What follows belongs to an exercise in optimizing a design on an open flow for small area; a production flow would make more cautious choices.
Function was checked by simulation only, so behaviour that the tests miss may differ from the original.
No activity file was given, so power comes from the tool's default toggle rates.

--- flow/run.sh ---
#!/bin/bash
# Own layout flow: the standard ORFS flow (standard.sh, unchanged synthesis) with
# layout-only changes:
#  - buffers that synthesis inserted are removed at floorplan (REMOVE_ABC_BUFFERS);
#  - port buffers are the smallest buffer (buf_1) instead of clkdlybuf4s50_1;
#  - the clock tree uses clkbuf_8 and no dummy loads;
set -euo pipefail
export REMOVE_ABC_BUFFERS=1
export BUFFER_PORTS_ARGS="-buffer_cell sky130_fd_sc_hd__buf_1"
export CTS_ARGS="-sink_clustering_enable -repair_clock_nets -buf_list sky130_fd_sc_hd__clkbuf_8 -root_buf sky130_fd_sc_hd__clkbuf_8 -dont_use_dummy_load"
bash standard.sh > standard.log 2>&1
--- standard.sh ---
#!/bin/bash
# synth_recipe.tcl (not shown) runs the flow's synth.tcl, then flattens the netlist and writes it again
# the make line also repeats each setting of config.mk as NAME=value (left out here)
make -C /OpenROAD-flow-scripts/flow DESIGN_CONFIG=/design/flow/config.mk WORK_HOME=/design/flow/orfs CLKGATE_MAP_FILE= SYNTH_SCRIPT=/design/flow/synth_recipe.tcl "${@:-finish}"
--- config.mk ---
export PLATFORM = sky130hd
export DESIGN_NAME = top_mac_st
export DESIGN_NICKNAME = top_mac_st
export VERILOG_FILES = /design/flow/design.v
export SDC_FILE = /design/flow/constraint.sdc
export NUM_CORES = 4
export LEC_CHECK = 0
export CAP_MARGIN = 20
export CORE_MARGIN = 2
export CORE_UTILIZATION = 40
export SLEW_MARGIN = 20
export SYNTH_HIERARCHICAL = 1
--- constraint.sdc ---
create_clock -name core_clock -period 10.0 [get_ports {clk}]
set_input_delay 2.0000 -clock core_clock [delete_from_list [all_inputs] [get_ports {clk}]]
set_output_delay 2.0000 -clock core_clock [all_outputs]
set_load 0.01 [all_outputs]
--- design.v ---
module mac_fa (x, y, z, s, c);
	input  x, y, z;
	output s, c;
	assign s = x ^ y ^ z;
	assign c = (x & y) | (x & z) | (y & z);
endmodule
module mac_ha (x, y, s, c);
	input  x, y;
	output s, c;
	assign s = x ^ y;
	assign c = x & y;
endmodule
module mac_and2b (a, b, y);
	input  a, b;
	output y;
	assign y = a & ~b;
endmodule
module mac_a21o (a, b, c, y);
	input  a, b, c;
	output y;
	assign y = (a & b) | c;
endmodule
module mac_a21oi (a, b, c, y);
	input  a, b, c;
	output y;
	assign y = ~((a & b) | c);
endmodule
module mac_a222oi (a, b, c, d, e, f, y);
	input  a, b, c, d, e, f;
	output y;
	assign y = ~((a & b) | (c & d) | (e & f));
endmodule
module mac_a22oi (a, b, c, d, y);
	input  a, b, c, d;
	output y;
	assign y = ~((a & b) | (c & d));
endmodule
module mac_a31o (a, b, c, d, y);
	input  a, b, c, d;
	output y;
	assign y = (a & b & c) | d;
endmodule
module mac_a31oi (a, b, c, d, y);
	input  a, b, c, d;
	output y;
	assign y = ~((a & b & c) | d);
endmodule
module mac_and2 (a, b, y);
	input  a, b;
	output y;
	assign y = a & b;
endmodule
module mac_and3 (a, b, c, y);
	input  a, b, c;
	output y;
	assign y = a & b & c;
endmodule
module mac_inv (a, y);
	input  a;
	output y;
	assign y = ~a;
endmodule
module mac_nand2 (a, b, y);
	input  a, b;
	output y;
	assign y = ~(a & b);
endmodule
module mac_nand3 (a, b, c, y);
	input  a, b, c;
	output y;
	assign y = ~(a & b & c);
endmodule
module mac_or2 (a, b, y);
	input  a, b;
	output y;
	assign y = a | b;
endmodule
module mac_xor2 (a, b, y);
	input  a, b;
	output y;
	assign y = a ^ b;
endmodule
module top_mac_st (clk, rst, accu_rst, a, w, config_aw, z);
	parameter HEADROOM = 4;
	input                    clk;
	input                    rst;
	input                    accu_rst;
	input    [7:0]           a;         
	input    [7:0]           w;         
	input    [1:0]           config_aw;
	output   [15+HEADROOM:0] z;
	reg      [7:0]           a1, w1, a2, w2;
	reg                      rst1;      
	reg                      clr1;      
	reg      [1:0]           cfg;       
	reg      [19:0]          accn;      
	wire     [19:0]          accd;      
	wire c0 = cfg[0];
	wire c1 = cfg[1];
	wire m8, s8, s4, m2, nm2, clr1n;
	mac_inv  u_m8 (.a(c0), .y(m8));                
	assign s8 = m8;
	mac_and2b u_s4 (.a(c0), .b(c1), .y(s4));        
	mac_and2 u_m2 (.a(c0), .b(c1), .y(m2));        
	assign s2 = m2;
	mac_inv  u_nm2 (.a(m2), .y(nm2));
	mac_inv  u_clr1n (.a(clr1), .y(clr1n));
	wire s2;
	wire pp_0_0_1;
	wire pp_0_1_2;
	wire pp_0_2_3;
	wire pp_0_3_4;
	wire pp_0_4_5;
	wire pp_0_5_6;
	wire pp_0_6_7;
	wire pp_0_7_8;
	wire pp_1_0_9;
	wire pp_1_1_10;
	wire pp_1_2_11;
	wire pp_1_3_12;
	wire pp_1_4_13;
	wire pp_1_5_14;
	wire pp_1_6_15;
	wire pp_1_7_16;
	wire pp_2_0_17;
	wire pp_2_1_18;
	wire pp_2_2_19;
	wire pp_2_3_20;
	wire pp_2_4_21;
	wire pp_2_5_22;
	wire px23;
	wire pp_2_6_24;
	wire pp_2_7_25;
	wire pp_3_0_26;
	wire pp_3_1_27;
	wire pp_3_2_28;
	wire pp_3_3_29;
	wire pp_3_4_30;
	wire pp_3_5_31;
	wire px32;
	wire pp_3_6_33;
	wire pp_3_7_34;
	wire pp_4_0_35;
	wire pp_4_1_36;
	wire pp_4_2_37;
	wire pp_4_3_38;
	wire px39;
	wire pp_4_4_40;
	wire pp_4_5_41;
	wire pp_4_6_42;
	wire pp_4_7_43;
	wire pp_5_0_44;
	wire pp_5_1_45;
	wire pp_5_2_46;
	wire pp_5_3_47;
	wire px48;
	wire pp_5_4_49;
	wire pp_5_5_50;
	wire pp_5_6_51;
	wire pp_5_7_52;
	wire pp_6_0_53;
	wire pp_6_1_54;
	wire px55;
	wire pp_6_2_56;
	wire pp_6_3_57;
	wire px58;
	wire pp_6_4_59;
	wire pp_6_5_60;
	wire pp_6_6_61;
	wire pp_6_7_62;
	wire pp_7_0_63;
	wire pp_7_1_64;
	wire px65;
	wire pp_7_2_66;
	wire pp_7_3_67;
	wire px68;
	wire pp_7_4_69;
	wire pp_7_5_70;
	wire pp_7_6_71;
	wire pp_7_7_72;
	wire hc73;
	wire hs74;
	wire fs75;
	wire fc76;
	wire hc77;
	wire hs78;
	wire fs79;
	wire fc80;
	wire fs81;
	wire fc82;
	wire hc83;
	wire hs84;
	wire fs85;
	wire fc86;
	wire fs87;
	wire fc88;
	wire fs89;
	wire fc90;
	wire hc91;
	wire hs92;
	wire fs93;
	wire fc94;
	wire fs95;
	wire fc96;
	wire fs97;
	wire fc98;
	wire fs99;
	wire fc100;
	wire hc101;
	wire hs102;
	wire fs103;
	wire fc104;
	wire fs105;
	wire fc106;
	wire fs107;
	wire fc108;
	wire fs109;
	wire fc110;
	wire fs111;
	wire fc112;
	wire hc113;
	wire hs114;
	wire fs115;
	wire fc116;
	wire fs117;
	wire fc118;
	wire fs119;
	wire fc120;
	wire fs121;
	wire fc122;
	wire fs123;
	wire fc124;
	wire fs125;
	wire fc126;
	wire hc127;
	wire hs128;
	wire fs129;
	wire fc130;
	wire fs131;
	wire fc132;
	wire fs133;
	wire fc134;
	wire fs135;
	wire fc136;
	wire fs137;
	wire fc138;
	wire fs139;
	wire fc140;
	wire fs141;
	wire fc142;
	wire fs143;
	wire fc144;
	wire fs145;
	wire fc146;
	wire fs147;
	wire fc148;
	wire fs149;
	wire fc150;
	wire fs151;
	wire fc152;
	wire fs153;
	wire fc154;
	wire fs155;
	wire fc156;
	wire fs157;
	wire fc158;
	wire hc159;
	wire hs160;
	wire fs161;
	wire fc162;
	wire fs163;
	wire fc164;
	wire fs165;
	wire fc166;
	wire fs167;
	wire fc168;
	wire fs169;
	wire fc170;
	wire fs171;
	wire fc172;
	wire fs173;
	wire fc174;
	wire fs175;
	wire fc176;
	wire fs177;
	wire fc178;
	wire fs179;
	wire fc180;
	wire fs181;
	wire fc182;
	wire fs183;
	wire fc184;
	wire fs185;
	wire fc186;
	wire fs187;
	wire fc188;
	wire fs189;
	wire fc190;
	wire fs191;
	wire fc192;
	wire fs193;
	wire fc194;
	wire fs195;
	wire fc196;
	wire fs197;
	wire fc198;
	wire fs199;
	wire fc200;
	wire fs201;
	wire fc202;
	wire fs203;
	wire fc204;
	wire fs205;
	wire fc206;
	wire fs207;
	wire fc208;
	wire fs209;
	wire fc210;
	wire fs211;
	wire fc212;
	wire fs213;
	wire fc214;
	wire fs215;
	wire fc216;
	wire fs217;
	wire fc218;
	wire fs219;
	wire fc220;
	wire fs221;
	wire fc222;
	wire xs223;
	wire xs224;
	mac_nand3 u_pp_0_0_1 (.a(a2[0]), .b(w2[0]), .c(m8), .y(pp_0_0_1));
	mac_nand3 u_pp_0_1_2 (.a(a2[0]), .b(w2[1]), .c(m8), .y(pp_0_1_2));
	mac_nand3 u_pp_0_2_3 (.a(a2[0]), .b(w2[2]), .c(m8), .y(pp_0_2_3));
	mac_nand3 u_pp_0_3_4 (.a(a2[0]), .b(w2[3]), .c(m8), .y(pp_0_3_4));
	mac_nand3 u_pp_0_4_5 (.a(a2[0]), .b(w2[4]), .c(nm2), .y(pp_0_4_5));
	mac_nand3 u_pp_0_5_6 (.a(a2[0]), .b(w2[5]), .c(nm2), .y(pp_0_5_6));
	mac_nand2 u_pp_0_6_7 (.a(a2[0]), .b(w2[6]), .y(pp_0_6_7));
	mac_and2 u_pp_0_7_8 (.a(a2[0]), .b(w2[7]), .y(pp_0_7_8));
	mac_nand3 u_pp_1_0_9 (.a(a2[1]), .b(w2[0]), .c(m8), .y(pp_1_0_9));
	mac_nand3 u_pp_1_1_10 (.a(a2[1]), .b(w2[1]), .c(m8), .y(pp_1_1_10));
	mac_nand3 u_pp_1_2_11 (.a(a2[1]), .b(w2[2]), .c(m8), .y(pp_1_2_11));
	mac_nand3 u_pp_1_3_12 (.a(a2[1]), .b(w2[3]), .c(m8), .y(pp_1_3_12));
	mac_nand3 u_pp_1_4_13 (.a(a2[1]), .b(w2[4]), .c(nm2), .y(pp_1_4_13));
	mac_nand3 u_pp_1_5_14 (.a(a2[1]), .b(w2[5]), .c(nm2), .y(pp_1_5_14));
	mac_nand2 u_pp_1_6_15 (.a(a2[1]), .b(w2[6]), .y(pp_1_6_15));
	mac_and2 u_pp_1_7_16 (.a(a2[1]), .b(w2[7]), .y(pp_1_7_16));
	mac_nand3 u_pp_2_0_17 (.a(a2[2]), .b(w2[0]), .c(m8), .y(pp_2_0_17));
	mac_nand3 u_pp_2_1_18 (.a(a2[2]), .b(w2[1]), .c(m8), .y(pp_2_1_18));
	mac_nand3 u_pp_2_2_19 (.a(a2[2]), .b(w2[2]), .c(m8), .y(pp_2_2_19));
	mac_nand3 u_pp_2_3_20 (.a(a2[2]), .b(w2[3]), .c(m8), .y(pp_2_3_20));
	mac_nand2 u_pp_2_4_21 (.a(a2[2]), .b(w2[4]), .y(pp_2_4_21));
	mac_nand2 u_px23 (.a(a2[2]), .b(w2[5]), .y(px23));
	mac_xor2 u_pp_2_5_22 (.a(px23), .b(m2), .y(pp_2_5_22));
	mac_a21oi u_pp_2_6_24 (.a(a2[2]), .b(w2[6]), .c(m2), .y(pp_2_6_24));
	mac_and3 u_pp_2_7_25 (.a(a2[2]), .b(w2[7]), .c(nm2), .y(pp_2_7_25));
	mac_nand3 u_pp_3_0_26 (.a(a2[3]), .b(w2[0]), .c(m8), .y(pp_3_0_26));
	mac_nand3 u_pp_3_1_27 (.a(a2[3]), .b(w2[1]), .c(m8), .y(pp_3_1_27));
	mac_nand3 u_pp_3_2_28 (.a(a2[3]), .b(w2[2]), .c(m8), .y(pp_3_2_28));
	mac_nand3 u_pp_3_3_29 (.a(a2[3]), .b(w2[3]), .c(m8), .y(pp_3_3_29));
	mac_nand2 u_pp_3_4_30 (.a(a2[3]), .b(w2[4]), .y(pp_3_4_30));
	mac_nand2 u_px32 (.a(a2[3]), .b(w2[5]), .y(px32));
	mac_xor2 u_pp_3_5_31 (.a(px32), .b(m2), .y(pp_3_5_31));
	mac_nand3 u_pp_3_6_33 (.a(a2[3]), .b(w2[6]), .c(nm2), .y(pp_3_6_33));
	mac_and3 u_pp_3_7_34 (.a(a2[3]), .b(w2[7]), .c(nm2), .y(pp_3_7_34));
	mac_nand3 u_pp_4_0_35 (.a(a2[4]), .b(w2[0]), .c(nm2), .y(pp_4_0_35));
	mac_nand3 u_pp_4_1_36 (.a(a2[4]), .b(w2[1]), .c(nm2), .y(pp_4_1_36));
	mac_nand2 u_pp_4_2_37 (.a(a2[4]), .b(w2[2]), .y(pp_4_2_37));
	mac_nand2 u_px39 (.a(a2[4]), .b(w2[3]), .y(px39));
	mac_xor2 u_pp_4_3_38 (.a(px39), .b(c0), .y(pp_4_3_38));
	mac_a21oi u_pp_4_4_40 (.a(a2[4]), .b(w2[4]), .c(c0), .y(pp_4_4_40));
	mac_nand3 u_pp_4_5_41 (.a(a2[4]), .b(w2[5]), .c(m8), .y(pp_4_5_41));
	mac_a31oi u_pp_4_6_42 (.a(a2[4]), .b(w2[6]), .c(m8), .d(m2), .y(pp_4_6_42));
	mac_a21o u_pp_4_7_43 (.a(a2[4]), .b(w2[7]), .c(c0), .y(pp_4_7_43));
	mac_nand3 u_pp_5_0_44 (.a(a2[5]), .b(w2[0]), .c(nm2), .y(pp_5_0_44));
	mac_nand3 u_pp_5_1_45 (.a(a2[5]), .b(w2[1]), .c(nm2), .y(pp_5_1_45));
	mac_nand2 u_pp_5_2_46 (.a(a2[5]), .b(w2[2]), .y(pp_5_2_46));
	mac_nand2 u_px48 (.a(a2[5]), .b(w2[3]), .y(px48));
	mac_xor2 u_pp_5_3_47 (.a(px48), .b(c0), .y(pp_5_3_47));
	mac_nand3 u_pp_5_4_49 (.a(a2[5]), .b(w2[4]), .c(m8), .y(pp_5_4_49));
	mac_nand3 u_pp_5_5_50 (.a(a2[5]), .b(w2[5]), .c(m8), .y(pp_5_5_50));
	mac_nand3 u_pp_5_6_51 (.a(a2[5]), .b(w2[6]), .c(m8), .y(pp_5_6_51));
	mac_a31o u_pp_5_7_52 (.a(a2[5]), .b(w2[7]), .c(m8), .d(m2), .y(pp_5_7_52));
	mac_nand2 u_pp_6_0_53 (.a(a2[6]), .b(w2[0]), .y(pp_6_0_53));
	mac_nand2 u_px55 (.a(a2[6]), .b(w2[1]), .y(px55));
	mac_xor2 u_pp_6_1_54 (.a(px55), .b(m2), .y(pp_6_1_54));
	mac_nand3 u_pp_6_2_56 (.a(a2[6]), .b(w2[2]), .c(nm2), .y(pp_6_2_56));
	mac_nand3 u_px58 (.a(a2[6]), .b(w2[3]), .c(nm2), .y(px58));
	mac_xor2 u_pp_6_3_57 (.a(px58), .b(c0), .y(pp_6_3_57));
	mac_nand3 u_pp_6_4_59 (.a(a2[6]), .b(w2[4]), .c(m8), .y(pp_6_4_59));
	mac_nand3 u_pp_6_5_60 (.a(a2[6]), .b(w2[5]), .c(m8), .y(pp_6_5_60));
	mac_nand3 u_pp_6_6_61 (.a(a2[6]), .b(w2[6]), .c(m8), .y(pp_6_6_61));
	mac_and3 u_pp_6_7_62 (.a(a2[6]), .b(w2[7]), .c(m8), .y(pp_6_7_62));
	mac_nand2 u_pp_7_0_63 (.a(a2[7]), .b(w2[0]), .y(pp_7_0_63));
	mac_nand2 u_px65 (.a(a2[7]), .b(w2[1]), .y(px65));
	mac_xor2 u_pp_7_1_64 (.a(px65), .b(m2), .y(pp_7_1_64));
	mac_nand3 u_pp_7_2_66 (.a(a2[7]), .b(w2[2]), .c(nm2), .y(pp_7_2_66));
	mac_nand3 u_px68 (.a(a2[7]), .b(w2[3]), .c(nm2), .y(px68));
	mac_xor2 u_pp_7_3_67 (.a(px68), .b(c0), .y(pp_7_3_67));
	mac_a31oi u_pp_7_4_69 (.a(a2[7]), .b(w2[4]), .c(m8), .d(m2), .y(pp_7_4_69));
	mac_nand3 u_pp_7_5_70 (.a(a2[7]), .b(w2[5]), .c(m8), .y(pp_7_5_70));
	mac_nand3 u_pp_7_6_71 (.a(a2[7]), .b(w2[6]), .c(m8), .y(pp_7_6_71));
	mac_and3 u_pp_7_7_72 (.a(a2[7]), .b(w2[7]), .c(m8), .y(pp_7_7_72));
	mac_or2 u_hc73 (.a(accn[0]), .b(pp_0_0_1), .y(hc73));
	mac_xor2 u_hs74 (.a(accn[0]), .b(pp_0_0_1), .y(hs74));
	mac_fa u_fs75 (.x(accn[1]), .y(pp_0_1_2), .z(pp_1_0_9), .s(fs75), .c(fc76));
	mac_or2 u_hc77 (.a(hc73), .b(fs75), .y(hc77));
	mac_xor2 u_hs78 (.a(hc73), .b(fs75), .y(hs78));
	mac_fa u_fs79 (.x(accn[2]), .y(pp_0_2_3), .z(pp_1_1_10), .s(fs79), .c(fc80));
	mac_fa u_fs81 (.x(pp_2_0_17), .y(fc76), .z(fs79), .s(fs81), .c(fc82));
	mac_or2 u_hc83 (.a(hc77), .b(fs81), .y(hc83));
	mac_xor2 u_hs84 (.a(hc77), .b(fs81), .y(hs84));
	mac_fa u_fs85 (.x(accn[3]), .y(pp_0_3_4), .z(pp_1_2_11), .s(fs85), .c(fc86));
	mac_fa u_fs87 (.x(pp_2_1_18), .y(pp_3_0_26), .z(fc80), .s(fs87), .c(fc88));
	mac_fa u_fs89 (.x(fs85), .y(fc82), .z(fs87), .s(fs89), .c(fc90));
	mac_or2 u_hc91 (.a(hc83), .b(fs89), .y(hc91));
	mac_xor2 u_hs92 (.a(hc83), .b(fs89), .y(hs92));
	mac_fa u_fs93 (.x(accn[4]), .y(pp_0_4_5), .z(pp_1_3_12), .s(fs93), .c(fc94));
	mac_fa u_fs95 (.x(pp_2_2_19), .y(pp_3_1_27), .z(pp_4_0_35), .s(fs95), .c(fc96));
	mac_fa u_fs97 (.x(fc86), .y(fs93), .z(fs95), .s(fs97), .c(fc98));
	mac_fa u_fs99 (.x(fc88), .y(fs97), .z(fc90), .s(fs99), .c(fc100));
	mac_or2 u_hc101 (.a(hc91), .b(fs99), .y(hc101));
	mac_xor2 u_hs102 (.a(hc91), .b(fs99), .y(hs102));
	mac_fa u_fs103 (.x(accn[5]), .y(pp_0_5_6), .z(pp_1_4_13), .s(fs103), .c(fc104));
	mac_fa u_fs105 (.x(pp_2_3_20), .y(pp_3_2_28), .z(pp_4_1_36), .s(fs105), .c(fc106));
	mac_fa u_fs107 (.x(pp_5_0_44), .y(fc94), .z(fc96), .s(fs107), .c(fc108));
	mac_fa u_fs109 (.x(fs103), .y(fs105), .z(fc98), .s(fs109), .c(fc110));
	mac_fa u_fs111 (.x(fs107), .y(fs109), .z(fc100), .s(fs111), .c(fc112));
	mac_or2 u_hc113 (.a(hc101), .b(fs111), .y(hc113));
	mac_xor2 u_hs114 (.a(hc101), .b(fs111), .y(hs114));
	mac_fa u_fs115 (.x(accn[6]), .y(pp_0_6_7), .z(pp_1_5_14), .s(fs115), .c(fc116));
	mac_fa u_fs117 (.x(pp_2_4_21), .y(pp_3_3_29), .z(pp_4_2_37), .s(fs117), .c(fc118));
	mac_fa u_fs119 (.x(pp_5_1_45), .y(pp_6_0_53), .z(fc104), .s(fs119), .c(fc120));
	mac_fa u_fs121 (.x(fc106), .y(fs115), .z(fs117), .s(fs121), .c(fc122));
	mac_fa u_fs123 (.x(fc108), .y(fs119), .z(fs121), .s(fs123), .c(fc124));
	mac_fa u_fs125 (.x(fc110), .y(fs123), .z(fc112), .s(fs125), .c(fc126));
	mac_or2 u_hc127 (.a(hc113), .b(fs125), .y(hc127));
	mac_xor2 u_hs128 (.a(hc113), .b(fs125), .y(hs128));
	mac_fa u_fs129 (.x(c0), .y(accn[7]), .z(pp_0_7_8), .s(fs129), .c(fc130));
	mac_fa u_fs131 (.x(pp_1_6_15), .y(pp_2_5_22), .z(pp_3_4_30), .s(fs131), .c(fc132));
	mac_fa u_fs133 (.x(pp_4_3_38), .y(pp_5_2_46), .z(pp_6_1_54), .s(fs133), .c(fc134));
	mac_fa u_fs135 (.x(pp_7_0_63), .y(fc116), .z(fc118), .s(fs135), .c(fc136));
	mac_fa u_fs137 (.x(fs129), .y(fs131), .z(fs133), .s(fs137), .c(fc138));
	mac_fa u_fs139 (.x(fc120), .y(fc122), .z(fs135), .s(fs139), .c(fc140));
	mac_fa u_fs141 (.x(fs137), .y(fc124), .z(fs139), .s(fs141), .c(fc142));
	mac_fa u_fs143 (.x(fs141), .y(fc126), .z(hc127), .s(fs143), .c(fc144));
	mac_fa u_fs145 (.x(accn[8]), .y(pp_1_7_16), .z(pp_2_6_24), .s(fs145), .c(fc146));
	mac_fa u_fs147 (.x(pp_3_5_31), .y(pp_4_4_40), .z(pp_5_3_47), .s(fs147), .c(fc148));
	mac_fa u_fs149 (.x(pp_6_2_56), .y(pp_7_1_64), .z(fc130), .s(fs149), .c(fc150));
	mac_fa u_fs151 (.x(fc132), .y(fc134), .z(fs145), .s(fs151), .c(fc152));
	mac_fa u_fs153 (.x(fs147), .y(fc136), .z(fc138), .s(fs153), .c(fc154));
	mac_fa u_fs155 (.x(fs149), .y(fs151), .z(fc140), .s(fs155), .c(fc156));
	mac_fa u_fs157 (.x(fs153), .y(fc142), .z(fs155), .s(fs157), .c(fc158));
	mac_or2 u_hc159 (.a(fs157), .b(fc144), .y(hc159));
	mac_xor2 u_hs160 (.a(fs157), .b(fc144), .y(hs160));
	mac_fa u_fs161 (.x(accn[9]), .y(pp_2_7_25), .z(pp_3_6_33), .s(fs161), .c(fc162));
	mac_fa u_fs163 (.x(pp_4_5_41), .y(pp_5_4_49), .z(pp_6_3_57), .s(fs163), .c(fc164));
	mac_fa u_fs165 (.x(pp_7_2_66), .y(fc146), .z(fc148), .s(fs165), .c(fc166));
	mac_fa u_fs167 (.x(fs161), .y(fs163), .z(fc150), .s(fs167), .c(fc168));
	mac_fa u_fs169 (.x(fc152), .y(fs165), .z(fc154), .s(fs169), .c(fc170));
	mac_fa u_fs171 (.x(fs167), .y(fc156), .z(fs169), .s(fs171), .c(fc172));
	mac_fa u_fs173 (.x(fc158), .y(fs171), .z(hc159), .s(fs173), .c(fc174));
	mac_fa u_fs175 (.x(accn[10]), .y(pp_3_7_34), .z(pp_4_6_42), .s(fs175), .c(fc176));
	mac_fa u_fs177 (.x(pp_5_5_50), .y(pp_6_4_59), .z(pp_7_3_67), .s(fs177), .c(fc178));
	mac_fa u_fs179 (.x(fc162), .y(fc164), .z(fs175), .s(fs179), .c(fc180));
	mac_fa u_fs181 (.x(fs177), .y(fc166), .z(fs179), .s(fs181), .c(fc182));
	mac_fa u_fs183 (.x(fc168), .y(fs181), .z(fc170), .s(fs183), .c(fc184));
	mac_fa u_fs185 (.x(fc172), .y(fs183), .z(fc174), .s(fs185), .c(fc186));
	mac_fa u_fs187 (.x(accn[11]), .y(pp_4_7_43), .z(pp_5_6_51), .s(fs187), .c(fc188));
	mac_fa u_fs189 (.x(pp_6_5_60), .y(pp_7_4_69), .z(fc176), .s(fs189), .c(fc190));
	mac_fa u_fs191 (.x(fc178), .y(fs187), .z(fc180), .s(fs191), .c(fc192));
	mac_fa u_fs193 (.x(fs189), .y(fc182), .z(fs191), .s(fs193), .c(fc194));
	mac_fa u_fs195 (.x(fs193), .y(fc184), .z(fc186), .s(fs195), .c(fc196));
	mac_fa u_fs197 (.x(accn[12]), .y(pp_5_7_52), .z(pp_6_6_61), .s(fs197), .c(fc198));
	mac_fa u_fs199 (.x(pp_7_5_70), .y(fc188), .z(fs197), .s(fs199), .c(fc200));
	mac_fa u_fs201 (.x(fc190), .y(fs199), .z(fc192), .s(fs201), .c(fc202));
	mac_fa u_fs203 (.x(fc194), .y(fs201), .z(fc196), .s(fs203), .c(fc204));
	mac_fa u_fs205 (.x(accn[13]), .y(pp_6_7_62), .z(pp_7_6_71), .s(fs205), .c(fc206));
	mac_fa u_fs207 (.x(fc198), .y(fs205), .z(fc200), .s(fs207), .c(fc208));
	mac_fa u_fs209 (.x(fs207), .y(fc202), .z(fc204), .s(fs209), .c(fc210));
	mac_fa u_fs211 (.x(accn[14]), .y(pp_7_7_72), .z(fc206), .s(fs211), .c(fc212));
	mac_fa u_fs213 (.x(fs211), .y(fc208), .z(fc210), .s(fs213), .c(fc214));
	mac_fa u_fs215 (.x(accn[15]), .y(fc212), .z(fc214), .s(fs215), .c(fc216));
	mac_fa u_fs217 (.x(accn[16]), .y(fc216), .z(fs215), .s(fs217), .c(fc218));
	mac_fa u_fs219 (.x(accn[17]), .y(fc218), .z(fs217), .s(fs219), .c(fc220));
	mac_fa u_fs221 (.x(accn[18]), .y(fc220), .z(fs219), .s(fs221), .c(fc222));
	mac_xor2 u_xs223 (.a(accn[19]), .b(fc222), .y(xs223));
	mac_xor2 u_xs224 (.a(xs223), .b(fs221), .y(xs224));
	mac_nand2 u_accd_0 (.a(hs74), .b(clr1n), .y(accd[0]));
	mac_nand2 u_accd_1 (.a(hs78), .b(clr1n), .y(accd[1]));
	mac_nand2 u_accd_2 (.a(hs84), .b(clr1n), .y(accd[2]));
	mac_nand2 u_accd_3 (.a(hs92), .b(clr1n), .y(accd[3]));
	mac_nand2 u_accd_4 (.a(hs102), .b(clr1n), .y(accd[4]));
	mac_nand2 u_accd_5 (.a(hs114), .b(clr1n), .y(accd[5]));
	mac_nand2 u_accd_6 (.a(hs128), .b(clr1n), .y(accd[6]));
	mac_or2 u_accd_7 (.a(fs143), .b(clr1), .y(accd[7]));
	mac_nand2 u_accd_8 (.a(hs160), .b(clr1n), .y(accd[8]));
	mac_or2 u_accd_9 (.a(fs173), .b(clr1), .y(accd[9]));
	mac_or2 u_accd_10 (.a(fs185), .b(clr1), .y(accd[10]));
	mac_or2 u_accd_11 (.a(fs195), .b(clr1), .y(accd[11]));
	mac_or2 u_accd_12 (.a(fs203), .b(clr1), .y(accd[12]));
	mac_or2 u_accd_13 (.a(fs209), .b(clr1), .y(accd[13]));
	mac_or2 u_accd_14 (.a(fs213), .b(clr1), .y(accd[14]));
	mac_nand2 u_accd_15 (.a(fs215), .b(clr1n), .y(accd[15]));
	mac_nand2 u_accd_16 (.a(fs217), .b(clr1n), .y(accd[16]));
	mac_nand2 u_accd_17 (.a(fs219), .b(clr1n), .y(accd[17]));
	mac_nand2 u_accd_18 (.a(fs221), .b(clr1n), .y(accd[18]));
	mac_nand2 u_accd_19 (.a(xs224), .b(clr1n), .y(accd[19]));
	mac_a222oi u_z_0 (.a(accn[0]), .b(s8), .c(accn[4]), .d(s4), .e(accn[6]), .f(s2), .y(z[0]));
	mac_a222oi u_z_1 (.a(accn[1]), .b(s8), .c(accn[5]), .d(s4), .e(accn[7]), .f(s2), .y(z[1]));
	mac_a222oi u_z_2 (.a(accn[2]), .b(s8), .c(accn[6]), .d(s4), .e(accn[8]), .f(s2), .y(z[2]));
	mac_a222oi u_z_3 (.a(accn[3]), .b(s8), .c(accn[7]), .d(s4), .e(accn[9]), .f(s2), .y(z[3]));
	mac_a222oi u_z_4 (.a(accn[4]), .b(s8), .c(accn[8]), .d(s4), .e(accn[10]), .f(s2), .y(z[4]));
	mac_a222oi u_z_5 (.a(accn[5]), .b(s8), .c(accn[9]), .d(s4), .e(accn[11]), .f(s2), .y(z[5]));
	mac_a222oi u_z_6 (.a(accn[6]), .b(s8), .c(accn[10]), .d(s4), .e(accn[12]), .f(s2), .y(z[6]));
	mac_a222oi u_z_7 (.a(accn[7]), .b(s8), .c(accn[11]), .d(s4), .e(accn[13]), .f(s2), .y(z[7]));
	mac_a222oi u_z_8 (.a(accn[8]), .b(s8), .c(accn[12]), .d(s4), .e(accn[14]), .f(s2), .y(z[8]));
	mac_a222oi u_z_9 (.a(accn[9]), .b(s8), .c(accn[13]), .d(s4), .e(accn[15]), .f(s2), .y(z[9]));
	mac_a22oi u_z_10 (.a(accn[10]), .b(s8), .c(accn[14]), .d(c0), .y(z[10]));
	mac_a22oi u_z_11 (.a(accn[11]), .b(s8), .c(accn[15]), .d(c0), .y(z[11]));
	mac_a22oi u_z_12 (.a(accn[12]), .b(s8), .c(accn[16]), .d(c0), .y(z[12]));
	mac_inv u_z_13 (.a(accn[13]), .y(z[13]));
	mac_inv u_z_14 (.a(accn[14]), .y(z[14]));
	mac_inv u_z_15 (.a(accn[15]), .y(z[15]));
	mac_inv u_z_16 (.a(accn[16]), .y(z[16]));
	mac_inv u_z_17 (.a(accn[17]), .y(z[17]));
	mac_inv u_z_18 (.a(accn[18]), .y(z[18]));
	mac_inv u_z_19 (.a(accn[19]), .y(z[19]));
	always_ff @(posedge clk) begin
		a1   <= a;
		w1   <= w;
		rst1 <= rst;
		clr1 <= rst | accu_rst | rst1;
		cfg  <= config_aw;
		a2   <= a1;
		w2   <= w1;
		accn <= accd;
	end
endmodule  
==> flow_summary.ini, run 1 <==
[clocking]
insertion_delay_ns = 0.31
numCtsBuffers = 5
cts_tree = built
cts-root-buf = clkbuf_8
cts.sinks = 56
htreeDepth = 2
clock_path_buffers = 2
cts.clk_slew.worst_paths_ns = 0.09
post_cts_buffers = 0

[layout]
final_area_um2 = 3690
n_fill_cell = 774
nets = 400
final_cell_mix = 67 x fa_1, 56 x dfxtp_1, 40 x buf_1
n_antenna_cell = 0
final_common_cell = fa_1
areaGrowthSynthToFinish_pct = 12.1
layout-drive-gt1-share_pct = 5.48

[setup_path]
r2r_slack_ns = 0.53
startpoint_type = flop
critPathKind = reg2reg
crit-reg2reg-launch = cfg[0]
critical_path_buf_inv_count = 2
reg2reg_to = accn[19]
crit_fanout = 12
cp.required_ns = 10.19
slowest_stage = fa_1
reg2regPathDepth = 25
cpPeakStageDelay_ns = 0.57
path_delay_family = adder cells
worst_path_most_repeated_cell = fa_1
worstSetupEndpointType = flop
critPathArrivalTime_ns = 9.65

[min_path]
hold_depth = 0
holdCritStartpoint = w1[2]
worstHoldPathType = reg2reg
hold_path_end = w2[2]

[global_routing]
grt-ovfl-total = 0
grt_pass1_wl_mm = 12.1
grt_pass1_vias = 2459
met2_usage_pct = 30.4
met1_usage_pct = 23.6
grt_usage_pct = 17.9
antenna_found_initial = 0
busiest_layer = met2
grt_max_degree = 39
met3_usage_pct = 3.19

[timing]
skew_ns = 0.0203
fin_tns_setup_ns = 0
min_period_ns = 9.47
final_max_slew_viol_count = 0
post-route-period-util_pct = 94.7
clock.fmax_ghz = 0.106
setup_violations = 0
tightest_slew_ns = 0.420
rsz0062_at_grt = false
hold_viol = 0
relSlewSlack_pct = 72.0

[power]
intPower_uw = 528
vdd.ir_drop.worst_mv = 0.153
powerDensity_nw_per_um2 = 239
power.leakage_uw = 0.00127
netSwitchingFraction_pct = 40.2
clockPowerShare_pct = 12.6
seqPwrFrac_pct = 31.5
combPwrFrac_pct = 55.9
switching_power_uw = 355

[die]
rows = 33
initial_utilization_pct = 40.7
fp.dieH_um = 94.7
ios = 41
die_x_um = 94.7
die_area_um2 = 8970
core_um2 = 8090

[yosys]
synth.largest_area_cell = fa_1
syn_inst = 259
synth_seq_cells = 56
synth_warnings = 7
synth-async-reset-ratio_pct = 0
synth_top_area_share_pct = 40.8
synthDistinctLibCells = 17
ys_dominant_reg_cell = dfxtp_1
synth_area_um2 = 3290
yosysSeqAreaShare_pct = 34.1
synth_edf_count = 0
syn-mean-instance-area_um2 = 12.7
synth_area_leaders = fa_1 41%, dfxtp_1 34%, nand3_1 5.8%, xor2_1 4.8%, nand2_1 3.1%

[route]
drt_pre_antenna_iters = 7
totalWireLength_mm = 7.08
drt-initial-drc-count = 126
ant_nets = 0
num_vias = 2153
via_per_inst = 5.19
post_drt_wl_per_cell_um = 17.1
remaining_drc_errors = 0

[placement]
port_buffers = 40
gp_congestion = 0.830
place_hpwl_mm = 5.49
placed_cell_area_um2 = 3620

[outcome]
status = no timing/DRC/antenna violations

[run]
maxCapViolations = 0
==> cell type report <==
cell class	count	area [um^2]	share of cell area [%]
Multi-Input combinational cell	193	2130	57.8
Sequential cell	56	1120	30.4
Timing Repair Buffer	46	199	5.39
Tap cell	105	131	3.56
Clock buffer	5	68.8	1.87
Inverter	10	37.5	1.02
==> synthesized netlist by cell type, types with 3 or more instances <==
library cell,n
a22oi_2,3
nand2_1,27
xor2_1,18
nand3_1,38
a222oi_1,10
inv_1,10
dfxtp_1,56
or2_1,15
and2_1,3
and3_1,4
fa_1,67
==> what timing repair did <==
item                                    in CTS  in global routing
hold buffers                                 0                  0
endpoints found under the setup margin       0                  1
resized for setup                            0                  1
==> power by group through the flow <==
stage          logic, uW  clock network, uW  registers (uW)
3_3_place_gp         485                  0             283
6_report             493                111             278
5_1_grt              578                123             281
4_1_cts              502                115             278
2_1_floorplan        392                  0             272
3_5_place_dp         500                  0             283
==> stage by stage <==
stage | worst slack, ns | hold slack, ns | power (uW) | std cells | utilization, %
global route | 0.0377 | 0.337 | 982 | 415 | 45.6
finish | 0.534 | 0.330 | 883 | 415 | 45.6
floorplan | 0.0546 | 0.310 | 664 | 259 | -
CTS | 0.417 | 0.331 | 895 | 415 | 45.5
detailed placement | 0.410 | 0.312 | 784 | 410 | 44.7
global placement | 0.566 | 0.310 | 769 | 410 | 44.7
==> sequential cells by signal, indices dropped and copies added, names as in the netlist <==
signal / cells
rst1: 1
cfg: 2
a1: 8
accn: 20
w1: 8
w2: 8
a2: 8
clr1: 1
==> Yosys stat by module, one instance, submodules excluded, excerpt <==
module / cells inside / flip-flops and latches / area (um^2)
mac_and2b: 1 / 0 / 13.8
mac_inv: 1 / 0 / 3.75
mac_and2: 1 / 0 / 6.26
mac_a22oi: 1 / 0 / 12.5
mac_nand3: 1 / 0 / 5.00
mac_a21oi: 1 / 0 / 8.76
mac_a31o: 1 / 0 / 8.76
mac_nand2: 1 / 0 / 3.75
mac_a222oi: 1 / 0 / 10.0
mac_and3: 1 / 0 / 6.26
==> logic make-up after synthesis <==
logic type / share of synthesized area, %
AOI/OAI and AO/OA: 5.59
xor gates and xnor gates: 4.79
adders and majority gates: 40.8
buffers and inverters: 1.14
DFF: 34.1
and+or+nand+nor: 13.7
==> worst register-to-register path, stage by stage, from the launching register on <==
cell and delay (ns):
dfxtp_1 0.32, buf_4 0.20, and2_1 0.20, inv_1 0.14
nand3_1 0.14, fa_1 0.53, fa_1 0.45, fa_1 0.50
fa_1 0.46, fa_1 0.50, or2_1 0.26, fa_1 0.42
or2_1 0.26, fa_1 0.42, fa_1 0.42, fa_1 0.43
fa_1 0.42, fa_1 0.43, fa_1 0.43, fa_1 0.51
fa_1 0.57, fa_1 0.47, fa_1 0.42, xor2_1 0.20
xor2_1 0.17, nand2_1 0.06
==> layer usage <==
layer  vias to the layer above  wire (um)
met5                         -          0
met4                         0        128
met3                        10        272
met2                        62       3660
met1                      1110       3020
li1                        971          -
==> worst max path at each step <==
stage | cells past startpoint | endpoint | from
floorplan | 24 | accn[19] | cfg[0]
global placement | 24 | accn[19] | cfg[0]
detailed placement | 24 | accn[19] | cfg[0]
CTS | 24 | accn[19] | cfg[0]
global route | 24 | accn[19] | cfg[0]
finish | 25 | accn[19] | cfg[0]
==> run 2: changes to the inputs <==
--- a/flow/run.sh
+++ b/flow/run.sh
@@ -4,8 +4,10 @@
 #  - buffers that synthesis inserted are removed at floorplan (REMOVE_ABC_BUFFERS);
 #  - port buffers are the smallest buffer (buf_1) instead of clkdlybuf4s50_1;
 #  - the clock tree uses clkbuf_8 and no dummy loads;
+#  - after global routing, cells off the critical paths are downsized (RECOVER_POWER).
 set -euo pipefail
 export REMOVE_ABC_BUFFERS=1
 export BUFFER_PORTS_ARGS="-buffer_cell sky130_fd_sc_hd__buf_1"
 export CTS_ARGS="-sink_clustering_enable -repair_clock_nets -buf_list sky130_fd_sc_hd__clkbuf_8 -root_buf sky130_fd_sc_hd__clkbuf_8 -dont_use_dummy_load"
+export RECOVER_POWER=100
 bash standard.sh > standard.log 2>&1
==> flow_summary.ini, run 2 <==
[layout]
largest-register = accn
largest_reg_flops = 20
n_antenna_cell = 0
layout-drive-gt1-share_pct = 4.19
final_common_cell = fa_1
final_area_um2 = 3670
areaGrowthSynthToFinish_pct = 11.6
finish.utilization_pct = 45.4
n_fill_cell = 778
nets = 400
final_cell_mix = 67 x fa_1, 56 x dfxtp_1, 40 x buf_1
seq_area_um2 = 1120
multi_input_area_um2 = 2120

[setup_path]
critPathKind = reg2reg
worstSetupEndpointType = flop
critPathArrivalTime_ns = 9.67
cp.required_ns = 10.19
startpoint_type = flop
reg2regPathDepth = 25
crit-reg2reg-launch = cfg[0]
crit_fanout = 12
r2r_slack_ns = 0.52
reg2reg_to = accn[19]

[clocking]
insertion_delay_ns = 0.31
cts.clk_slew.worst_paths_ns = 0.09
htreeDepth = 2
numCtsBuffers = 5
clock_path_buffers = 2
cts_tree = built
cts-root-buf = clkbuf_8
cts.sinks = 56

[yosys]
ys_dominant_reg_cell = dfxtp_1
synth.largest_area_cell = fa_1
synth_seq_cells = 56
synth_edf_count = 0
synth-async-reset-ratio_pct = 0
synth_top_area_share_pct = 40.8
yosysSeqAreaShare_pct = 34.1
synth_area_um2 = 3290
synthDistinctLibCells = 17
synthTopCellsByCount = 67 x fa_1, 56 x dfxtp_1, 38 x nand3_1
synth_most_common_cell = fa_1
synth_warnings = 7
syn-mean-instance-area_um2 = 12.7
synth_area_leaders = fa_1 41%, dfxtp_1 34%, nand3_1 5.8%, xor2_1 4.8%, nand2_1 3.1%
syn_inst = 259

[global_routing]
grt_pass1_wl_mm = 12.1
grt_pass1_vias = 2459
grt_usage_pct = 17.9
antenna_found_initial = 0
grt-ovfl-total = 0
grt_max_degree = 39

[placement]
port_buffers = 40
place_ws_ns = 0.410
place_hpwl_mm = 5.49
placed_cell_area_um2 = 3620
gp_congestion = 0.830

[timing]
rsz0062_at_grt = false
relSlewSlack_pct = 31.4
hold_viol = 0
clock.fmax_ghz = 0.105
setup_violations = 0
fin_ws_ns = 0.520
post-route-period-util_pct = 94.8
final_max_slew_viol_count = 0
skew_ns = 0.0206
min_period_ns = 9.48
fin_tns_setup_ns = 0
tightest_slew_ns = 1.03

[die]
die_area_um2 = 8970
fp.dieH_um = 94.7
rows = 33
die_x_um = 94.7
initial_utilization_pct = 40.7
ios = 41
core_um2 = 8090

[power]
vdd.ir_drop.worst_mv = 0.155
power.leakage_uw = 0.00126
powerDensity_nw_per_um2 = 240
fin_total_pwr_uw = 882

[min_path]
worstHoldPathType = reg2reg
hold_depth = 0
hold_path_end = w2[2]
holdCritStartpoint = w1[2]

[route]
via_per_inst = 5.15
ant_nets = 0
drt_pre_antenna_iters = 7
totalWireLength_mm = 7.07
remaining_drc_errors = 0
post_drt_wl_per_cell_um = 17.0
num_vias = 2138
drt-initial-drc-count = 130

[run]
maxCapViolations = 0

[outcome]
status = no timing/DRC/antenna violations
run 2: cell counts after synthesis:
No cell type changed its count.
run 2: cell families (layout without fill, tap and decap cells):
kind of cell               count (synthesis)  count (layout)  synth area share (%)
and+or+nand+nor                           89              89                  13.7
adders and majority gates                 67              67                  40.8
DFF                                       56              56                  34.1
AOI/OAI and AO/OA                         19              19                  5.59
xor gates and xnor gates                  18              18                  4.79
buffers and inverters                     10              61                  1.14
run 2: worst max-delay path by stage:
| stage | start | to | slack, ns |
|---|---|---|---|
| detailed placement | cfg[0] | accn[19] | 0.41 |
| global placement | cfg[0] | accn[19] | 0.57 |
| floorplan | cfg[0] | accn[19] | 0.05 |
| CTS | cfg[0] | accn[19] | 0.42 |
| global route | cfg[0] | accn[19] | 0.02 |
| finish | cfg[0] | accn[19] | 0.52 |
run 2: through the flow:
stage / std cells / hold WS [ns]
floorplan: 259 / 0.310
global placement: 410 / 0.310
detailed placement: 410 / 0.312
CTS: 415 / 0.331
global route: 415 / 0.337
finish: 415 / 0.330
run 2: layout make-up:
class / count / share of cell area [%]
Sequential cell: 56 / 30.5
Timing Repair Buffer: 46 / 5.32
Multi-Input combinational cell: 193 / 57.7
Tap cell: 105 / 3.58
Inverter: 10 / 1.02
Clock buffer: 5 / 1.87
run 2: repair_timing:
action	CTS	global route
endpoints found under the setup margin	0	1
resized for setup	0	1
hold buffers	0	0
setup buffers	0	0
run 2: modules after synthesis, one instance, submodules excluded, a selection:
| module | times used | cell area, um^2 |
|---|---|---|
| mac_a222oi | 10 | 10.0 |
| mac_a22oi | 3 | 12.5 |
| mac_a31o | 1 | 8.76 |
| mac_and3 | 4 | 6.26 |
| mac_fa | 67 | 20.0 |
| mac_inv | 10 | 3.75 |
| mac_nand2 | 27 | 3.75 |
| mac_or2 | 15 | 6.26 |
| top_mac_st | 1 | 1130 |
run 2: report_power, final:
| group | switching (uW) | leakage [uW] | internal [uW] |
|---|---|---|---|
| registers | 29.8 | 0.000467 | 247 |
| logic | 259 | 0.000761 | 235 |
| clock network | 65.7 | 0.0000359 | 45.4 |
run 2: critical path: stages, from the launching register on:
cell and delay, ns:
dfxtp_1 0.32, buf_4 0.19, and2_0 0.20, inv_1 0.15, nand3_1 0.13, fa_1 0.53
fa_1 0.45, fa_1 0.50, fa_1 0.46, fa_1 0.50, or2_0 0.26, fa_1 0.42
or2_1 0.26, fa_1 0.42, fa_1 0.42, fa_1 0.42, fa_1 0.42, fa_1 0.43
fa_1 0.43, fa_1 0.56, fa_1 0.47, fa_1 0.53, fa_1 0.42, xor2_1 0.20
xor2_1 0.17, nand2_1 0.06
run 2: layer usage:
layer | up-vias | wire length, um | track usage (%)
li1 | 971 | - | -
met1 | 1094 | 2950 | 23.6
met2 | 65 | 3640 | 30.4
met3 | 8 | 368 | 3.19
met4 | 0 | 102 | 5.19
met5 | - | 0 | 0
==> run 3: changes to the inputs <==
--- a/design.v
+++ b/design.v
@@ -10,10 +10,10 @@
 	assign s = x ^ y;
 	assign c = x & y;
 endmodule
-module mac_and2b (a, b, y);
+module mac_nor2 (a, b, y);
 	input  a, b;
 	output y;
-	assign y = a & ~b;
+	assign y = ~(a | b);
 endmodule
 module mac_a21o (a, b, c, y);
 	input  a, b, c;
@@ -30,11 +30,6 @@
 	output y;
 	assign y = ~((a & b) | (c & d) | (e & f));
 endmodule
-module mac_a22oi (a, b, c, d, y);
-	input  a, b, c, d;
-	output y;
-	assign y = ~((a & b) | (c & d));
-endmodule
 module mac_a31o (a, b, c, d, y);
 	input  a, b, c, d;
 	output y;
@@ -100,7 +95,7 @@
 	wire m8, s8, s4, m2, nm2, clr1n;
 	mac_inv  u_m8 (.a(c0), .y(m8));                
 	assign s8 = m8;
-	mac_and2b u_s4 (.a(c0), .b(c1), .y(s4));        
+	mac_nor2 u_s4 (.a(m8), .b(c1), .y(s4));        
 	mac_and2 u_m2 (.a(c0), .b(c1), .y(m2));        
 	assign s2 = m2;
 	mac_inv  u_nm2 (.a(m2), .y(nm2));
@@ -517,9 +512,9 @@
 	mac_a222oi u_z_7 (.a(accn[7]), .b(s8), .c(accn[11]), .d(s4), .e(accn[13]), .f(s2), .y(z[7]));
 	mac_a222oi u_z_8 (.a(accn[8]), .b(s8), .c(accn[12]), .d(s4), .e(accn[14]), .f(s2), .y(z[8]));
 	mac_a222oi u_z_9 (.a(accn[9]), .b(s8), .c(accn[13]), .d(s4), .e(accn[15]), .f(s2), .y(z[9]));
-	mac_a22oi u_z_10 (.a(accn[10]), .b(s8), .c(accn[14]), .d(c0), .y(z[10]));
-	mac_a22oi u_z_11 (.a(accn[11]), .b(s8), .c(accn[15]), .d(c0), .y(z[11]));
-	mac_a22oi u_z_12 (.a(accn[12]), .b(s8), .c(accn[16]), .d(c0), .y(z[12]));
+	mac_a222oi u_z_10 (.a(accn[10]), .b(s8), .c(accn[14]), .d(s4), .e(accn[16]), .f(s2), .y(z[10]));
+	mac_a222oi u_z_11 (.a(accn[11]), .b(s8), .c(accn[15]), .d(s4), .e(accn[17]), .f(s2), .y(z[11]));
+	mac_a222oi u_z_12 (.a(accn[12]), .b(s8), .c(accn[16]), .d(s4), .e(accn[18]), .f(s2), .y(z[12]));
 	mac_inv u_z_13 (.a(accn[13]), .y(z[13]));
 	mac_inv u_z_14 (.a(accn[14]), .y(z[14]));
 	mac_inv u_z_15 (.a(accn[15]), .y(z[15]));
==> flow_summary.ini, run 3 <==
[yosys]
synth_seq_cells = 56
synth.largest_area_cell = fa_1
synth_edf_count = 0
syn-mean-instance-area_um2 = 12.6
synth-async-reset-ratio_pct = 0
synth_area_leaders = fa_1 41%, dfxtp_1 34%, nand3_1 5.8%, xor2_1 4.8%, a222oi_1 4.0%
syn_inst = 259
ys_dominant_reg_cell = dfxtp_1
yosysSeqAreaShare_pct = 34.3
synthTopCellsByCount = 67 x fa_1, 56 x dfxtp_1, 38 x nand3_1
synth_top_area_share_pct = 41.0
synth_most_common_cell = fa_1
synthDistinctLibCells = 16
synth_area_um2 = 3270
synth_warnings = 7

[timing]
tightest_slew_ns = 0.822
fin_ws_ns = 0.520
post-route-period-util_pct = 94.8
rsz0062_at_grt = false
min_period_ns = 9.48
setup_violations = 0
hold_viol = 0
fin_tns_setup_ns = 0
final_max_slew_viol_count = 0
relSlewSlack_pct = 45.0
skew_ns = 0.0304
clock.fmax_ghz = 0.105

[setup_path]
worst_path_most_repeated_cell = fa_1
critical_path_buf_inv_count = 2
critPathKind = reg2reg
startpoint_type = flop
crit_fanout = 37
path_cells = inv_1 > buf_4 > nand3_1 > fa_1 > fa_1 > fa_1 > fa_1 > fa_1 > or2_0 > fa_1 > or2_1 > fa_1 > fa_1 > fa_1 > fa_1 > fa_1 > fa_1 > fa_1 > fa_1 > fa_1 > fa_1 > xor2_1 > xor2_1 > nand2_1
slowest_stage = fa_1
cp.required_ns = 10.18
critPathArrivalTime_ns = 9.66
path_delay_family = adder cells
cpPeakStageDelay_ns = 0.56
worstSetupEndpointType = flop

[layout]
layout-drive-gt1-share_pct = 3.88
final_common_cell = fa_1
finish.utilization_pct = 46.6
fin_cells = 411
areaGrowthSynthToFinish_pct = 11.7
largest_reg_flops = 20
nets = 399
n_antenna_cell = 0
final_cell_mix = 67 x fa_1, 56 x dfxtp_1, 40 x buf_1
largest-register = accn

[placement]
port_buffers = 40
placedCellCount = 406
place_ws_ns = 0.473
place_hpwl_mm = 5.42
gp_congestion = 0.851

[clocking]
cts.clk_slew.worst_paths_ns = 0.09
post_cts_buffers = 0
cts-root-buf = clkbuf_8
ctsResizeCount = 0
htreeDepth = 2
ctsHoldBuffers = 0
cts.sinks = 56
insertion_delay_ns = 0.31
cts_tree = built
clock_path_buffers = 2
numCtsBuffers = 5

[route]
drt-initial-drc-count = 232
ant_nets = 0
num_vias = 2174
totalWireLength_mm = 7.05
remaining_drc_errors = 0
via_per_inst = 5.29
drt_pre_antenna_iters = 7
post_drt_wl_per_cell_um = 17.1

[global_routing]
grt_pass1_vias = 2355
grt-ovfl-total = 0
grt_usage_pct = 17.8
grt_max_degree = 38
grt_pass1_wl_mm = 11.9
antenna_found_initial = 0

[die]
fp.dieH_um = 94.5
die_area_um2 = 8920
initial_utilization_pct = 41.7
core_um2 = 7850
rows = 32
ios = 41
die_x_um = 94.5

[run]
maxCapViolations = 0

[power]
powerDensity_nw_per_um2 = 240
power.leakage_uw = 0.00125
vdd.ir_drop.worst_mv = 0.187

[min_path]
worstHoldPathType = reg2reg

[outcome]
status = no timing/DRC/antenna violations
run 3: changes by cell type after synthesis, sizes merged:
cell | before | now
a222oi | 10 | 13
a22oi | 3 | 0
nor2 | 0 | 1
nor2b | 1 | 0
run 3: worst paths after layout:
kind,from,end,slack (ns),cells past startpoint
max,cfg[0],accn[19],0.52,24
min,a1[2],a2[2],0.33,0
max reg2reg,cfg[0],accn[19],0.52,24
min reg2reg,a1[2],a2[2],0.33,0
run 3: where the power goes:
part	switching, uW	leakage (uW)	internal, uW
clock	65.6	0.0000359	45.4
sequential	31.7	0.000467	247
combinational	255	0.000751	234
total	352	0.00125	526
run 3: modules after synthesis, one instance, submodules excluded, excerpt:
module | copies in the design | flip-flops and latches | area [um^2] | cells inside
mac_nor2 | 1 | 0 | 3.75 | 1
mac_nand2 | 27 | 0 | 3.75 | 1
mac_inv | 10 | 0 | 3.75 | 1
mac_a21oi | 2 | 0 | 8.76 | 1
mac_or2 | 15 | 0 | 6.26 | 1
mac_and2 | 3 | 0 | 6.26 | 1
mac_fa | 67 | 0 | 20.0 | 1
mac_a31oi | 2 | 0 | 6.26 | 1
mac_a31o | 1 | 0 | 8.76 | 1
mac_a222oi | 13 | 0 | 10.0 | 1
mac_a21o | 1 | 0 | 7.51 | 1
mac_and3 | 4 | 0 | 6.26 | 1
mac_nand3 | 38 | 0 | 5.00 | 1
top_mac_st | 1 | 56 | 1130 | 57
run 3: cell type report:
type	count	area, um^2
tap	102	128
multi-input combinational	193	2110
inverter	10	37.5
timing repair buffer	45	188
fill	774	4190
sequential	56	1120
clock buffer	5	68.8
run 3: cell families after synthesis:
family                   Yosys count  synth area share, %
flip-flops                        56                 34.3
adder cells (fa/ha/maj)           67                 41.0
XOR/XNOR                          18                 4.82
buffers and inverters             10                 1.15
AND/OR/NAND/NOR                   89                 13.4
AO/OA/AOI/OAI                     19                 5.39
run 3: routing by layer:
metal | vias up | track usage (%) | wire (um)
met1 | 1111 | 24.2 | 2990
met4 | 0 | 3.14 | 73
met5 | - | 0 | 0
met2 | 77 | 29.9 | 3560
li1 | 976 | - | -
met3 | 10 | 3.75 | 427
run 3: per-stage QoR:
step	total power, uW	instance area (um^2)	hold slack (ns)
after CTS	897	3660	0.335
after detailed placement	784	3590	0.312
final	878	3660	0.332
after global placement	768	3590	0.311
after global routing	999	3660	0.345
after floorplan	662	3270	0.310
==> run 4: changes to the inputs <==
--- a/config.mk
+++ b/config.mk
@@ -8,5 +8,6 @@
 export CAP_MARGIN = 20
 export CORE_MARGIN = 2
 export CORE_UTILIZATION = 40
+export GPL_TIMING_DRIVEN = 0
 export SLEW_MARGIN = 20
 export SYNTH_HIERARCHICAL = 1
==> flow_summary.ini, run 4 <==
[yosys]
synthTopCellsByCount = 67 x fa_1, 56 x dfxtp_1, 38 x nand3_1
syn_inst = 259
synth_area_um2 = 3270
synth_warnings = 7
synth_area_leaders = fa_1 41%, dfxtp_1 34%, nand3_1 5.8%, xor2_1 4.8%, a222oi_1 4.0%
synth-async-reset-ratio_pct = 0
synthDistinctLibCells = 16
synth.largest_area_cell = fa_1
syn-mean-instance-area_um2 = 12.6
synth_edf_count = 0
synth_most_common_cell = fa_1
ys_dominant_reg_cell = dfxtp_1
synth_top_area_share_pct = 41.0
yosysSeqAreaShare_pct = 34.3
synth_seq_cells = 56

[setup_path]
critical_path_buf_inv_count = 1
worst_path_most_repeated_cell = fa_1
path_delay_family = adder cells
crit_fanout = 11
critPathArrivalTime_ns = 9.74
startpoint_type = flop
critPathKind = reg2reg
slowest_stage = fa_1
cp.required_ns = 10.18
worstSetupEndpointType = flop
cpPeakStageDelay_ns = 0.57
path_cells = and2_4 > clkinvlp_4 > nand3_1 > fa_1 > fa_1 > fa_1 > fa_1 > fa_1 > or2_0 > fa_1 > or2_0 > fa_1 > fa_1 > fa_1 > fa_1 > fa_1 > fa_1 > fa_1 > fa_1 > fa_1 > fa_1 > xor2_1 > xor2_1 > nand2_1

[route]
drt-initial-drc-count = 147
ant_nets = 0
num_vias = 2211
post_drt_wl_per_cell_um = 17.2
drt_pre_antenna_iters = 5
via_per_inst = 5.26
totalWireLength_mm = 7.22
remaining_drc_errors = 0

[power]
netSwitchingFraction_pct = 39.8
combPwrFrac_pct = 55.4
intPower_uw = 528
seqPwrFrac_pct = 31.9
power.leakage_uw = 0.00128
switching_power_uw = 349
vdd.ir_drop.worst_mv = 0.181
clockPowerShare_pct = 12.7
powerDensity_nw_per_um2 = 235

[timing]
final_max_slew_viol_count = 0
rsz0062_at_grt = false
post-route-period-util_pct = 95.6
relSlewSlack_pct = 45.6
min_period_ns = 9.56
tightest_slew_ns = 0.814
clock.fmax_ghz = 0.105
setup_violations = 0
hold_viol = 0
fin_ws_ns = 0.443
skew_ns = 0.0311

[placement]
placedCellCount = 401
place_ws_ns = -0.506
gp_congestion = 0.792
place_hpwl_mm = 5.22
port_buffers = 40

[die]
core_um2 = 7850
fp.dieH_um = 94.5
die_x_um = 94.5
ios = 41
initial_utilization_pct = 41.7
rows = 32
die_area_um2 = 8920

[clocking]
ctsHoldBuffers = 0
cts-root-buf = clkbuf_8
cts.sinks = 56
htreeDepth = 2
clock_path_buffers = 2
cts_tree = built
insertion_delay_ns = 0.32
numCtsBuffers = 5
cts.clk_slew.worst_paths_ns = 0.11

[run]
maxCapViolations = 0

[layout]
nets = 408
n_fill_cell = 780
final_cell_mix = 67 x fa_1, 55 x dfxtp_1, 40 x buf_1
fin_cells = 420
final_common_cell = fa_1
largest_reg_flops = 20
areaGrowthSynthToFinish_pct = 14.0
layout-drive-gt1-share_pct = 7.55
n_antenna_cell = 0
largest-register = accn

[min_path]
worstHoldPathType = reg2reg

[global_routing]
antenna_found_initial = 0
grt_usage_pct = 17.7
grt_max_degree = 23
grt_pass1_wl_mm = 11.8
grt_pass1_vias = 2360
grt-ovfl-total = 0

[outcome]
status = no timing/DRC/antenna violations
## run 4: cell count changes in the layout (fill, tap and decap cells not counted), moves of 2 or more
cell	delta
buf_4	+5
clkinvlp_4	+3
inv_1	-2
or2_0	+2
or2_1	-2
## run 4: final timing paths
kind	startpoint	to	slack, ns	depth (start not counted)
setup / recovery	cfg[0]	accn[19]	0.44	24
hold / removal	a1[7]	a2[7]	0.33	0
setup reg to reg	cfg[0]	accn[19]	0.44	24
hold reg to reg	a1[7]	a2[7]	0.33	0
## run 4: through the flow
stage / hold WS, ns / instance area [um^2] / util (%) / TNS [ns] / total power (uW)
6_report: 0.327 / 3730 / 47.6 / 0 / 877
4_1_cts: 0.327 / 3640 / 46.3 / 0 / 889
3_3_place_gp: 0.311 / 3550 / 45.2 / -0.610 / 762
5_1_grt: 0.326 / 3730 / 47.6 / 0 / 989
3_5_place_dp: 0.312 / 3550 / 45.2 / -0.804 / 777
2_1_floorplan: 0.310 / 3270 / - / 0 / 662
## run 4: final cells by class
type	instances	area, um^2	share of cell area [%]
Inverter	10	45.0	1.21
Timing Repair Buffer	51	229	6.13
Multi-Input combinational cell	194	2120	56.9
Clock buffer	5	68.8	1.84
Timing Repair inverter	2	12.5	0.335
Tap cell	102	128	3.42
Sequential cell	56	1120	30.1
## run 4: power by group through the flow
stage | logic [uW] | registers [uW] | clock network, uW
2_1_floorplan | 391 | 271 | 0
3_3_place_gp | 477 | 285 | 0
3_5_place_dp | 492 | 285 | 0
4_1_cts | 493 | 280 | 115
5_1_grt | 581 | 284 | 124
6_report | 486 | 280 | 111
## run 4: cell families (layout without fill, tap and decap cells)
group / after synthesis / after routing / synth area share (%)
fa+ha+maj: 67 / 67 / 41.0
buf+inv: 10 / 68 / 1.15
simple gates: 89 / 90 / 13.4
compound gates: 19 / 19 / 5.39
xor+xnor: 18 / 18 / 4.82
flops: 56 / 56 / 34.3
## run 4: modules after synthesis (local to each module, per instance)
module      cell area, um^2  times used  flip-flops and latches  cells
mac_a31oi              6.26           2                       0      1
mac_nor2               3.75           1                       0      1
mac_a222oi             10.0          13                       0      1
mac_a21oi              8.76           2                       0      1
mac_nand3              5.00          38                       0      1
mac_xor2               8.76          18                       0      1
mac_fa                 20.0          67                       0      1
top_mac_st             1130           1                      56     57
mac_or2                6.26          15                       0      1
mac_and2               6.26           3                       0      1
mac_a31o               8.76           1                       0      1
mac_nand2              3.75          27                       0      1
mac_a21o               7.51           1                       0      1
mac_inv                3.75          10                       0      1
mac_and3               6.26           4                       0      1
## run 4: what timing repair did
action,CTS,global route
endpoints found under the setup margin,2,1
pin swaps,0,1
resized for setup,4,3
cloned,2,1
setup buffers,0,11
## run 4: worst register-to-register path, delay by kind of cell (launching register included)
| kind | cells | cell delay [ns] |
|---|---|---|
| and+or+nand+nor | 5 | 1.06 |
| adders and majority gates | 16 | 7.27 |
| buffers and inverters | 1 | 0.26 |
| xor gates and xnor gates | 2 | 0.36 |
| DFF | 1 | 0.45 |
## run 4: layer usage
layer  track usage [%]  up-vias  part of all wire (%)  routed length, um
met4              5.80        0                   2.3                167
met2              29.9       72                    49               3540
met3              3.35       13                   5.8                422
met1              23.0     1129                    43               3100
met5                 0        -                     0                  0
li1                  -      997                     -                  -
==> run 5: changes to the inputs <==
--- a/config.mk
+++ b/config.mk
@@ -5,9 +5,8 @@
 export SDC_FILE = /design/flow/constraint.sdc
 export NUM_CORES = 4
 export LEC_CHECK = 0
-export CAP_MARGIN = 20
+export CAP_MARGIN = 0
 export CORE_MARGIN = 2
 export CORE_UTILIZATION = 40
-export GPL_TIMING_DRIVEN = 0
-export SLEW_MARGIN = 20
+export SLEW_MARGIN = 0
 export SYNTH_HIERARCHICAL = 1
==> flow_summary.ini, run 5 <==
[global_routing]
grt_pass1_vias = 2355
grt-ovfl-total = 0
antenna_found_initial = 0
met2_usage_pct = 29.9
grt_max_degree = 38
busiest_layer = met2
met3_usage_pct = 3.75
grt_usage_pct = 17.8
grt_pass1_wl_mm = 11.9
met1_usage_pct = 24.2

[yosys]
synth.largest_area_cell = fa_1
synthDistinctLibCells = 16
ys_dominant_reg_cell = dfxtp_1
synth_edf_count = 0
synth_area_leaders = fa_1 41%, dfxtp_1 34%, nand3_1 5.8%, xor2_1 4.8%, a222oi_1 4.0%
synth_area_um2 = 3270
syn-mean-instance-area_um2 = 12.6
synthMuxAreaShare_pct = 0
synth_top_family_by_area = adder cells
synth_most_common_cell = fa_1
synth_top_area_share_pct = 41.0
synth-adder-area-share_pct = 41.0
yosysSeqAreaShare_pct = 34.3
synthTopCellsByCount = 67 x fa_1, 56 x dfxtp_1, 38 x nand3_1
synth_warnings = 7
yosys.area_share.simple_pct = 13.4
synth-compound-area-share_pct = 5.39
syn_inst = 259
synth-async-reset-ratio_pct = 0
yosys.area_share.xor_xnor_pct = 4.82
synth_seq_cells = 56

[route]
post_drt_wl_per_cell_um = 17.1
ant_nets = 0
via_per_inst = 5.29
totalWireLength_mm = 7.05
drt_pre_antenna_iters = 7
remaining_drc_errors = 0
num_vias = 2174
drt-initial-drc-count = 232

[timing]
tightest_slew_ns = 0.822
hold_viol = 0
clock.fmax_ghz = 0.105
relSlewSlack_pct = 45.0
rsz0062_at_grt = false
final_max_slew_viol_count = 0
skew_ns = 0.0304
post-route-period-util_pct = 94.8
min_period_ns = 9.48
setup_violations = 0
fin_tns_setup_ns = 0
timing.hold.ws_ns = 0.332

[clocking]
post_cts_buffers = 0
cts_tree = built
clock_path_buffers = 2
cts-root-buf = clkbuf_8
cts.clk_slew.worst_paths_ns = 0.09
ctsResizeCount = 0
numCtsBuffers = 5
ctsHoldBuffers = 0
insertion_delay_ns = 0.31
cts.sinks = 56
htreeDepth = 2

[layout]
n_antenna_cell = 0
layout-drive-gt1-share_pct = 3.88
final_common_cell = fa_1
largest_reg_flops = 20
nets = 399
final_cell_mix = 67 x fa_1, 56 x dfxtp_1, 40 x buf_1
areaGrowthSynthToFinish_pct = 11.7
largest-register = accn

[setup_path]
worstSetupEndpointType = flop
cpPeakStageDelay_ns = 0.56
crit_fanout = 37
path_cells = inv_1 > buf_4 > nand3_1 > fa_1 > fa_1 > fa_1 > fa_1 > fa_1 > or2_0 > fa_1 > or2_1 > fa_1 > fa_1 > fa_1 > fa_1 > fa_1 > fa_1 > fa_1 > fa_1 > fa_1 > fa_1 > xor2_1 > xor2_1 > nand2_1
cp.required_ns = 10.18
crit-reg2reg-launch = cfg[0]
critPathArrivalTime_ns = 9.66
critical_path_buf_inv_count = 2
path_delay_family = adder cells
critPathKind = reg2reg
reg2regPathDepth = 24
slowest_stage = fa_1
worst_path_most_repeated_cell = fa_1
reg2reg_to = accn[19]
startpoint_type = flop
r2r_slack_ns = 0.52

[power]
powerDensity_nw_per_um2 = 240
vdd.ir_drop.worst_mv = 0.187
power.leakage_uw = 0.00125

[die]
core_um2 = 7850
rows = 32
fp.dieH_um = 94.5
die_area_um2 = 8920
ios = 41
initial_utilization_pct = 41.7
die_x_um = 94.5

[run]
maxCapViolations = 0

[min_path]
hold_path_end = a2[2]
worstHoldPathType = reg2reg
hold_depth = 0
holdCritStartpoint = a1[2]

[placement]
place_hpwl_mm = 5.42
port_buffers = 40
gp_congestion = 0.851

[outcome]
status = no timing/DRC/antenna violations
run 5: how the worst max path moves through the flow:
stage / from / end / slack [ns] / cells after the start
finish: cfg[0] / accn[19] / 0.52 / 24
global route: cfg[0] / accn[19] / 0.01 / 24
CTS: cfg[0] / accn[19] / 0.49 / 24
detailed placement: cfg[0] / accn[19] / 0.47 / 24
global placement: a2[1] / accn[19] / 0.60 / 23
floorplan: cfg[0] / accn[19] / 0.15 / 24
run 5: cell type report:
type,instances,area [um^2]
clock buffers,5,68.8
fillers,774,4190
inverters,10,37.5
multi-input cells,193,2110
flip-flops and latches,56,1120
well taps,102,128
repair buffers,45,188
run 5: stage by stage:
| stage | utilization [%] | cells | cell area, um^2 | setup WS, ns | power [uW] |
|---|---|---|---|---|---|
| after floorplan | - | 259 | 3270 | 0.154 | 662 |
| after global placement | 45.7 | 406 | 3590 | 0.600 | 768 |
| after detailed placement | 45.7 | 406 | 3590 | 0.473 | 784 |
| after CTS | 46.6 | 411 | 3660 | 0.492 | 897 |
| after global routing | 46.6 | 411 | 3660 | 0.0145 | 999 |
| final | 46.6 | 411 | 3660 | 0.520 | 878 |
run 5: Yosys stat by module (local to each module, per instance), excerpt:
module / cell area (um^2) / flip-flops and latches
mac_nor2: 3.75 / 0
mac_a21oi: 8.76 / 0
mac_a31o: 8.76 / 0
mac_or2: 6.26 / 0
mac_inv: 3.75 / 0
mac_a222oi: 10.0 / 0
mac_a31oi: 6.26 / 0
mac_and3: 6.26 / 0
top_mac_st: 1130 / 56
mac_xor2: 8.76 / 0
mac_fa: 20.0 / 0
mac_nand3: 5.00 / 0
mac_and2: 6.26 / 0
mac_nand2: 3.75 / 0
run 5: power by group:
part / leakage, uW / internal [uW] / switching [uW]
clock network: 0.0000359 / 45.4 / 65.6
logic: 0.000751 / 234 / 255
registers: 0.000467 / 247 / 31.7
total: 0.00125 / 526 / 352
run 5: logic make-up (layout without fill, tap and decap cells):
group	Yosys count	in the layout
AO/OA/AOI/OAI	19	19
XOR/XNOR	18	18
adder cells (fa/ha/maj)	67	67
buffers and inverters	10	60
flip-flops	56	56
AND/OR/NAND/NOR	89	89
run 5: worst reg2reg max path, cell delays in order (launching register included):
cell and delay (ns):
dfxtp_1 0.32, inv_1 0.18, buf_4 0.37, nand3_1 0.16
fa_1 0.52, fa_1 0.46, fa_1 0.49, fa_1 0.45
fa_1 0.49, or2_0 0.26, fa_1 0.44, or2_1 0.26
fa_1 0.43, fa_1 0.42, fa_1 0.43, fa_1 0.42
fa_1 0.43, fa_1 0.42, fa_1 0.56, fa_1 0.46
fa_1 0.52, fa_1 0.42, xor2_1 0.18, xor2_1 0.16
nand2_1 0.07
run 5: routing by layer:
metal  vias up  routed length (um)
met5         -                   0
met4         0                  73
met3        10                 427
met2        77                3560
met1      1111                2990
li1        976                   -

Check on run 5: ideal ports give 0.520 ns setup slack; a clkbuf_16 on the clock port and buf_2 on the inputs give 0.520 ns; moving port delays by the midpoint clock arrival (0.329 ns) as well gives 0.520 ns.
